This is an optimization exercise on Yosys and OpenROAD, whose aim is small area, not a production implementation. Only simulation tests tie the RTL to the original design; equivalence was not proved. No activity file was given, so power comes from the tool's default toggle rates.

// Controlador_VGA
module Controlador_VGA(
input wire clock, reset,
input wire [7:0] out_seg_hora,out_min_hora,out_hora_hora,
input wire [7:0] out_dia_fecha,out_mes_fecha,out_jahr_fecha,
input wire [7:0] out_seg_timer,out_min_timer,out_hora_timer,
input wire [1:0] out_banderas_config,
input wire AM_PM,
input wire [1:0] config_mode, cursor_location,
output reg alarma_sonora,
output wire hsync, vsync,
output wire [11:0] RGB
);
==> flow/config.mk <==
export PLATFORM = sky130hd
export DESIGN_NAME = Controlador_VGA
export DESIGN_NICKNAME = Controlador_VGA
export VERILOG_FILES = /design/flow/design.v
export SDC_FILE = /design/flow/constraint.sdc
export NUM_CORES = 4
export LEC_CHECK = 0
export CAP_MARGIN = 20
export CORE_MARGIN = 2
export CORE_UTILIZATION = 40
export SLEW_MARGIN = 20
==> flow/constraint.sdc <==
create_clock -name core_clock -period 10.0 [get_ports {clock}]
set_input_delay 2.0000 -clock core_clock [delete_from_list [all_inputs] [get_ports {clock}]]
set_output_delay 2.0000 -clock core_clock [all_outputs]
set_load 0.01 [all_outputs]
standard.sh (not shown) runs the stock make flow with config.mk's settings and CLKGATE_MAP_FILE= SYNTH_SCRIPT=/design/flow/synth_recipe.tcl, a recipe that flattens the netlist after the stock synthesis.
==> flow/flow/run.sh <==
#!/bin/bash
# Own layout flow: the standard ORFS flow (standard.sh) with one change to
# synthesis: ABC maps for area (no delay-driven restructuring, buffering or
# upsizing; the 10 ns clock has ample slack) and Yosys does not extract
# half/full adders, so ABC sees all of the logic. Every other script is ORFS's
# own, unchanged. Each tool's output goes to a log file in this folder.
set -euo pipefail
cp -r "$FLOW_HOME/scripts" scripts_area
cp flow/abc_area_map.script scripts_area/abc_speed.script
bash standard.sh SCRIPTS_DIR="$PWD/scripts_area" ADDER_MAP_FILE= synth > synth.log 2>&1
bash standard.sh SCRIPTS_DIR="$PWD/scripts_area" ADDER_MAP_FILE= finish > layout.log 2>&1
test -s out/final.def
==> flow/flow/abc_area_map.script <==
strash
&get -n
&st
&dch
&nf -R 1000
&put
topo
stime -c
Change:
==> flow/flow/run.sh (replaced) <==
#!/bin/bash
# Own layout flow: the standard ORFS flow (standard.sh) with these changes:
#  - synthesis: ABC maps for area (no delay-driven restructuring, buffering or
#    upsizing; the 10 ns clock has ample slack), and Yosys does not extract
#    half/full adders, so ABC sees all of the logic;
#  - every input and output port still gets its own buffer, but the smallest
#    one (buf_1) instead of the clkdlybuf4s50_1 that buffer_ports picks;
#  - clock tree built from clkbuf_4 cells.
# Every ORFS script is used unchanged. Each tool's output goes to a log file
# in this folder.
set -euo pipefail
cp -r "$FLOW_HOME/scripts" scripts_area
cp flow/abc_area_map.script scripts_area/abc_speed.script
KNOBS=(SCRIPTS_DIR="$PWD/scripts_area" ADDER_MAP_FILE=
       "BUFFER_PORTS_ARGS=-buffer_cell sky130_fd_sc_hd__buf_1"
       CTS_BUF_LIST=sky130_fd_sc_hd__clkbuf_4)
bash standard.sh "${KNOBS[@]}" synth > synth.log 2>&1
bash standard.sh "${KNOBS[@]}" finish > layout.log 2>&1
test -s out/final.def
Die area does not change.
Total power falls by 26%.
Cell count came out higher by 0.53%.
Wire length came out lower by 1.7%.
Fmax increases by 8.4%.
Global-route usage is lower by 0.71 points.
Sequential power stays flat.
Final area falls by 12%.
Hold slack hardly moves.
Change:
==> flow/run.sh (new file) <==
#!/bin/bash
# synth_recipe.tcl (not shown) runs the flow's synth.tcl, then flattens the netlist and writes it again
# the make line also repeats each setting of config.mk as NAME=value (left out here)
make -C /OpenROAD-flow-scripts/flow DESIGN_CONFIG=/design/flow/config.mk WORK_HOME=/design/flow/orfs CLKGATE_MAP_FILE= SYNTH_SCRIPT=/design/flow/synth_recipe.tcl finish
removed: flow/flow/run.sh
removed: flow/flow/abc_area_map.script
removed: flow/standard.sh
What happened:
- The new run finished with timing, DRC and antenna clean
- cell area is higher by 33%
- wire length is higher by 29%
- core utilization is higher by 0.72 points
- flip-flop and latch count stays the same
- total power is higher by 32%
- sequential power hardly moves
- via count is higher by about 16%
- global-route usage is higher by 1.0 points
- synthesized cell count is higher by 22%
- fmax is higher by about 13%
- die area is higher by 28%
Change:
==> flow/flow/run.sh (new file) <==
#!/bin/bash
# Own layout flow: the standard ORFS flow (standard.sh) with these changes:
#  - synthesis: ABC maps for area (no delay-driven restructuring, buffering or
#    upsizing; the 10 ns clock has ample slack), and Yosys does not extract
#    half/full adders, so ABC sees all of the logic;
#  - every input and output port still gets its own buffer, but the smallest
#    one (buf_1) instead of the clkdlybuf4s50_1 that buffer_ports picks;
#  - clock tree built from clkbuf_4 cells in clusters of up to 20 registers,
#    without dummy load cells.
# Every ORFS script is used unchanged. Each tool's output goes to a log file
# in this folder.
set -euo pipefail
cp -r "$FLOW_HOME/scripts" scripts_area
cp flow/abc_area_map.script scripts_area/abc_speed.script
KNOBS=(SCRIPTS_DIR="$PWD/scripts_area" ADDER_MAP_FILE=
       "BUFFER_PORTS_ARGS=-buffer_cell sky130_fd_sc_hd__buf_1"
       CTS_BUF_LIST=sky130_fd_sc_hd__clkbuf_8
       "CTS_ARGS=-sink_clustering_enable -repair_clock_nets -buf_list sky130_fd_sc_hd__clkbuf_8 -sink_clustering_size 30 -sink_clustering_max_diameter 200 -dont_use_dummy_load")
bash standard.sh "${KNOBS[@]}" synth > synth.log 2>&1
bash standard.sh "${KNOBS[@]}" finish > layout.log 2>&1
test -s out/final.def
==> flow/flow/abc_area_map.script (new file) <==
strash
&get -n
&st
&dch
&nf -R 1000
&put
topo
stime -c
==> flow/standard.sh (new file) <==
#!/bin/bash
# synth_recipe.tcl (not shown) runs the flow's synth.tcl, then flattens the netlist and writes it again
# the make line also repeats each setting of config.mk as NAME=value (left out here)
make -C /OpenROAD-flow-scripts/flow DESIGN_CONFIG=/design/flow/config.mk WORK_HOME=/design/flow/orfs CLKGATE_MAP_FILE= SYNTH_SCRIPT=/design/flow/synth_recipe.tcl "${@:-finish}"
removed: flow/run.sh
Worst setup slack gets worse by 0.86 ns.
Global-route usage is lower by 0.99 points.
Combinational power is lower by well over a third.
Sequential cell count does not change.
Routed wire length is lower by about a fifth.
Power is lower by a quarter to a third.
Maximum frequency is lower by roughly a tenth.
Via count is lower by roughly a tenth.
Final area is lower by a quarter to a third.
Die area is lower by about a fifth.
Change:
--- a/flow/flow/run.sh
+++ b/flow/flow/run.sh
@@ -15,6 +15,6 @@
 KNOBS=(SCRIPTS_DIR="$PWD/scripts_area" ADDER_MAP_FILE=
        "BUFFER_PORTS_ARGS=-buffer_cell sky130_fd_sc_hd__buf_1"
-       CTS_BUF_LIST=sky130_fd_sc_hd__clkbuf_8
-       "CTS_ARGS=-sink_clustering_enable -repair_clock_nets -buf_list sky130_fd_sc_hd__clkbuf_8 -sink_clustering_size 30 -sink_clustering_max_diameter 200 -dont_use_dummy_load")
+       CTS_BUF_LIST=sky130_fd_sc_hd__clkbuf_16
+       "CTS_ARGS=-sink_clustering_enable -repair_clock_nets -buf_list sky130_fd_sc_hd__clkbuf_16 -sink_clustering_size 60 -sink_clustering_max_diameter 500 -dont_use_dummy_load")
 bash standard.sh "${KNOBS[@]}" synth > synth.log 2>&1
 bash standard.sh "${KNOBS[@]}" finish > layout.log 2>&1
Effect:
- core utilization is higher by 0.84 points
- via count stays flat
- wire length goes up by 0.61%
- final area grows by 1.8%
- worst hold slack barely changes
- global-route usage rises by 0.22 points
- fmax is about the same
Change:
--- a/flow/flow/run.sh
+++ b/flow/flow/run.sh
@@ -15,6 +15,6 @@
 KNOBS=(SCRIPTS_DIR="$PWD/scripts_area" ADDER_MAP_FILE=
        "BUFFER_PORTS_ARGS=-buffer_cell sky130_fd_sc_hd__buf_1"
-       CTS_BUF_LIST=sky130_fd_sc_hd__clkbuf_16
-       "CTS_ARGS=-sink_clustering_enable -repair_clock_nets -buf_list sky130_fd_sc_hd__clkbuf_16 -sink_clustering_size 60 -sink_clustering_max_diameter 500 -dont_use_dummy_load")
+       CTS_BUF_LIST=sky130_fd_sc_hd__clkbuf_4
+       "CTS_ARGS=-sink_clustering_enable -repair_clock_nets -buf_list sky130_fd_sc_hd__clkbuf_4 -sink_clustering_size 20 -sink_clustering_max_diameter 100 -dont_use_dummy_load")
 bash standard.sh "${KNOBS[@]}" synth > synth.log 2>&1
 bash standard.sh "${KNOBS[@]}" finish > layout.log 2>&1
Effect: Total power shrinks by 26%. Core utilization falls by 1.3 points. Non-clock buffer count stays the same. Setup slack improved by 0.072 ns. Design area came out lower by 2.7%. Synthesized cell count stays the same. First-iteration DRC count is lower by 8.5%. Final cell count stays flat. Clock-buffer cell count stays the same. Clock power shrinks by 53%. Critical path depth stays the same.

---

Another version of the RTL of Controlador_VGA (not shown whole).
Size: roughly 96 I/O pins.
// Controlador_VGA
module Controlador_VGA(
input wire clock, reset,
input wire [7:0] out_seg_hora,out_min_hora,out_hora_hora,
input wire [7:0] out_dia_fecha,out_mes_fecha,out_jahr_fecha,
input wire [7:0] out_seg_timer,out_min_timer,out_hora_timer,
input wire [1:0] out_banderas_config,
input wire AM_PM,
input wire [1:0] config_mode, cursor_location,
output reg alarma_sonora,
output wire hsync, vsync,
output wire [11:0] RGB
);
export LEC_CHECK = 0
export CAP_MARGIN = 20
export CORE_MARGIN = 2
export CORE_UTILIZATION = 40
export SLEW_MARGIN = 20
create_clock -name core_clock -period 10.0 [get_ports {clock}]
==> flow/flow/run.sh <==
#!/bin/bash
# Own layout flow: the standard ORFS flow (standard.sh) with these changes:
#  - every input and output port still gets its own buffer, but the smallest
#    one (buf_1) instead of the clkdlybuf4s50_1 that buffer_ports picks;
#  - clock tree built from clkbuf_4 cells in clusters of up to 20 registers,
#    without dummy load cells;
#  - the buffers synthesis puts on outputs that share a net are removed at
#    floorplan (REMOVE_ABC_BUFFERS), and global placement is not timing-driven
#    (its repair_design would buffer high-fanout nets the 10 ns clock does not
#    need buffered); the ordinary repair_design after placement still fixes
#    every slew and capacitance limit with ORFS's default margins.
# Every ORFS script is used unchanged. Each tool's output goes to a log file
# in this folder.
set -euo pipefail
cp -r "$FLOW_HOME/scripts" scripts_area
cp flow/abc_area_map.script scripts_area/abc_speed.script
KNOBS=(SCRIPTS_DIR="$PWD/scripts_area" ADDER_MAP_FILE=
       "BUFFER_PORTS_ARGS=-buffer_cell sky130_fd_sc_hd__buf_1"
       CTS_BUF_LIST=sky130_fd_sc_hd__clkbuf_4 GPL_TIMING_DRIVEN=0 REMOVE_ABC_BUFFERS=1
       "CTS_ARGS=-sink_clustering_enable -repair_clock_nets -buf_list sky130_fd_sc_hd__clkbuf_4 -sink_clustering_size 20 -sink_clustering_max_diameter 100 -dont_use_dummy_load")
bash standard.sh "${KNOBS[@]}" synth > synth.log 2>&1
bash standard.sh "${KNOBS[@]}" finish > layout.log 2>&1
test -s out/final.def
==> flow/flow/abc_area_map.script <==
strash
dc2
&get -n
&deepsyn -T 600
&dch -f
&nf -R 1000 -E 100 -F 10
&put
topo
stime -c
Next try:
==> flow/flow/run.sh (replaced) <==
#!/bin/bash
# Own layout flow: the standard ORFS flow (standard.sh) with these changes:
#  - every input and output port still gets its own buffer, but the smallest
#    one (buf_1) instead of the clkdlybuf4s50_1 that buffer_ports picks;
#  - clock tree built from clkbuf_4 cells in clusters of up to 20 registers,
#    without dummy load cells.
# Every ORFS script is used unchanged. Each tool's output goes to a log file
# in this folder.
set -euo pipefail
cp -r "$FLOW_HOME/scripts" scripts_area
cp flow/abc_area_map.script scripts_area/abc_speed.script
KNOBS=(SCRIPTS_DIR="$PWD/scripts_area" ADDER_MAP_FILE=
       "BUFFER_PORTS_ARGS=-buffer_cell sky130_fd_sc_hd__buf_1"
       CTS_BUF_LIST=sky130_fd_sc_hd__clkbuf_4 SLEW_MARGIN=0 CAP_MARGIN=0
       "CTS_ARGS=-sink_clustering_enable -repair_clock_nets -buf_list sky130_fd_sc_hd__clkbuf_4 -sink_clustering_size 20 -sink_clustering_max_diameter 100 -dont_use_dummy_load")
bash standard.sh "${KNOBS[@]}" synth > synth.log 2>&1
bash standard.sh "${KNOBS[@]}" finish > layout.log 2>&1
test -s out/final.def
==> flow/flow/abc_area_map.script (replaced) <==
strash
dc2
&get -n
&deepsyn -T 60
&dch -f
&nf -R 1000 -E 100 -F 10
&put
topo
stime -c
Result: Design area climbs slightly; die area climbs slightly; area after synthesis climbs slightly; via count climbs by a few percent; clock power is about the same; setup slack got worse by 13 ps; worst hold slack improved by 4.3 ps; combinational power climbs by roughly a tenth; sequential share of layout area drops by 0.35 points; routed wire length climbs by roughly a tenth.
Next try:
--- a/flow/flow/run.sh
+++ b/flow/flow/run.sh
@@ -13,3 +13,3 @@
        "BUFFER_PORTS_ARGS=-buffer_cell sky130_fd_sc_hd__buf_1"
-       CTS_BUF_LIST=sky130_fd_sc_hd__clkbuf_4 SLEW_MARGIN=0 CAP_MARGIN=0
+       CTS_BUF_LIST=sky130_fd_sc_hd__clkbuf_4
        "CTS_ARGS=-sink_clustering_enable -repair_clock_nets -buf_list sky130_fd_sc_hd__clkbuf_4 -sink_clustering_size 20 -sink_clustering_max_diameter 100 -dont_use_dummy_load")
==> flow/flow/abc_area_map.script (replaced) <==
strash
dc2
&get -n
&deepsyn -T 1500
&dch -f
&nf -R 1000 -E 100 -F 10
&put
topo
stime -c
After rerunning:
- synthesized cell count fell by 0.86%
- total power barely changes
- core utilization rises by 0.11 points
- area after synthesis falls by 0.46%
- die area fell by 0.44%
- worst setup slack gains 450 ps
- clock skew climbs by 18 ps
- via count drops by 2.4%
- worst hold slack loses 28 ps
Next try:
--- a/flow/flow/run.sh
+++ b/flow/flow/run.sh
@@ -13,3 +13,3 @@
        "BUFFER_PORTS_ARGS=-buffer_cell sky130_fd_sc_hd__buf_1"
-       CTS_BUF_LIST=sky130_fd_sc_hd__clkbuf_4
+       CTS_BUF_LIST=sky130_fd_sc_hd__clkbuf_4 SLEW_MARGIN=0 CAP_MARGIN=0 GPL_TIMING_DRIVEN=0
        "CTS_ARGS=-sink_clustering_enable -repair_clock_nets -buf_list sky130_fd_sc_hd__clkbuf_4 -sink_clustering_size 20 -sink_clustering_max_diameter 100 -dont_use_dummy_load")
==> flow/flow/abc_area_map.script (replaced) <==
strash
dc2
&get -n
&deepsyn -T 60
&dch -f
&nf -R 1000 -E 100 -F 10
&put
topo
stime -c
After rerunning: The new run passed the timing, DRC and antenna checks; final cell count came out higher by 0.73%; synthesized area came out higher by 0.47%; cell area grows by 0.60%; first-iteration DRC count went up by 21%; clock power came out lower by about 3%; total power hardly moves; critical path depth goes down by 3; core utilization is about the same; global-route usage fell by 0.70 points; register-to-register slack is worse by 1200 ps.
Next try:
--- a/flow/flow/run.sh
+++ b/flow/flow/run.sh
@@ -13,3 +13,3 @@
        "BUFFER_PORTS_ARGS=-buffer_cell sky130_fd_sc_hd__buf_1"
-       CTS_BUF_LIST=sky130_fd_sc_hd__clkbuf_4 SLEW_MARGIN=0 CAP_MARGIN=0 GPL_TIMING_DRIVEN=0
+       CTS_BUF_LIST=sky130_fd_sc_hd__clkbuf_4 SLEW_MARGIN=10 CAP_MARGIN=10 GPL_TIMING_DRIVEN=0 REMOVE_ABC_BUFFERS=1
        "CTS_ARGS=-sink_clustering_enable -repair_clock_nets -buf_list sky130_fd_sc_hd__clkbuf_4 -sink_clustering_size 20 -sink_clustering_max_diameter 100 -dont_use_dummy_load")
Combinational power rises by about 2%.
Count of clock-buffer cells in the layout is unchanged.
Routed wire length rises by 7.2%.
Via count rises by 0.80%.
Utilization falls by 0.71 points.
Cell count falls by 1.6%.
Worst hold slack got worse by 10 ps.
Global-route usage rises by 2.0 points.
Next try:
--- a/flow/flow/run.sh
+++ b/flow/flow/run.sh
@@ -13,3 +13,3 @@
        "BUFFER_PORTS_ARGS=-buffer_cell sky130_fd_sc_hd__buf_1"
-       CTS_BUF_LIST=sky130_fd_sc_hd__clkbuf_4 SLEW_MARGIN=10 CAP_MARGIN=10 GPL_TIMING_DRIVEN=0 REMOVE_ABC_BUFFERS=1
+       CTS_BUF_LIST=sky130_fd_sc_hd__clkbuf_4 GPL_TIMING_DRIVEN=0 REMOVE_ABC_BUFFERS=1
        "CTS_ARGS=-sink_clustering_enable -repair_clock_nets -buf_list sky130_fd_sc_hd__clkbuf_4 -sink_clustering_size 20 -sink_clustering_max_diameter 100 -dont_use_dummy_load")
Outcome: Flip-flop and latch count is unchanged. Register-to-register slack degrades by 40 ps. Cell area stays the same. Sequential power barely changes. Wire length stays flat. Hold slack gains 22 ps. Core utilization is unchanged.

-- static timing again, ports no longer ideal --
How much do the figures lean on ideal ports? The routed layouts below were timed once more, with nothing changed but the port constraints.
Step 1 assumes that a clkbuf_16 drives the clock port and a buf_2 every other input.
Step 2 adds t to the input delays and takes it off the output delays; t is the mean of the earliest and latest rising clock arrival at the registers after step 1. Input paths then give back, and output paths get back, about the clock's delay inside the block.
Slacks: no drivers / after step 1 / after step 2; pairs: no drivers / after step 1.
run	shift t [ns]	setup WS [ns]	worst setup path after step 2	cell pins on the clock port's net
the first run of note 1	0.358	3.001 / 3.012 / 2.653	input to register	1
the second run of note 1	0.465	3.544 / 3.553 / 3.088	input to register	1
the third run of note 1	0.374	4.265 / 4.278 / 3.904	input to register	1
the fourth run of note 1	0.360	3.403 / 3.414 / 3.054	input to register	1
the fifth run of note 1	0.362	3.415 / 3.430 / 3.068	input to register	1
the sixth run of note 1	0.426	3.487 / 3.497 / 3.071	input to register	1
the first run of note 2	0.398	4.580 / 4.589 / 4.190	input to register	1
the second run of note 2	0.412	4.567 / 4.577 / 4.165	input to register	1
the third run of note 2	0.410	5.019 / 5.034 / 4.623	input to register	1
the fourth run of note 2	0.422	4.112 / 4.119 / 3.697	input to register	1
the fifth run of note 2	0.418	3.952 / 3.950 / 3.532	input to register	1
the sixth run of note 2	0.413	4.016 / 4.016 / 3.603	input to register	1
After both steps every run listed still meets setup and hold. For the second run of note 1, which loses most, drivers alone change the setup slack by +0.009 ns; drivers and shift together by -0.456 ns.
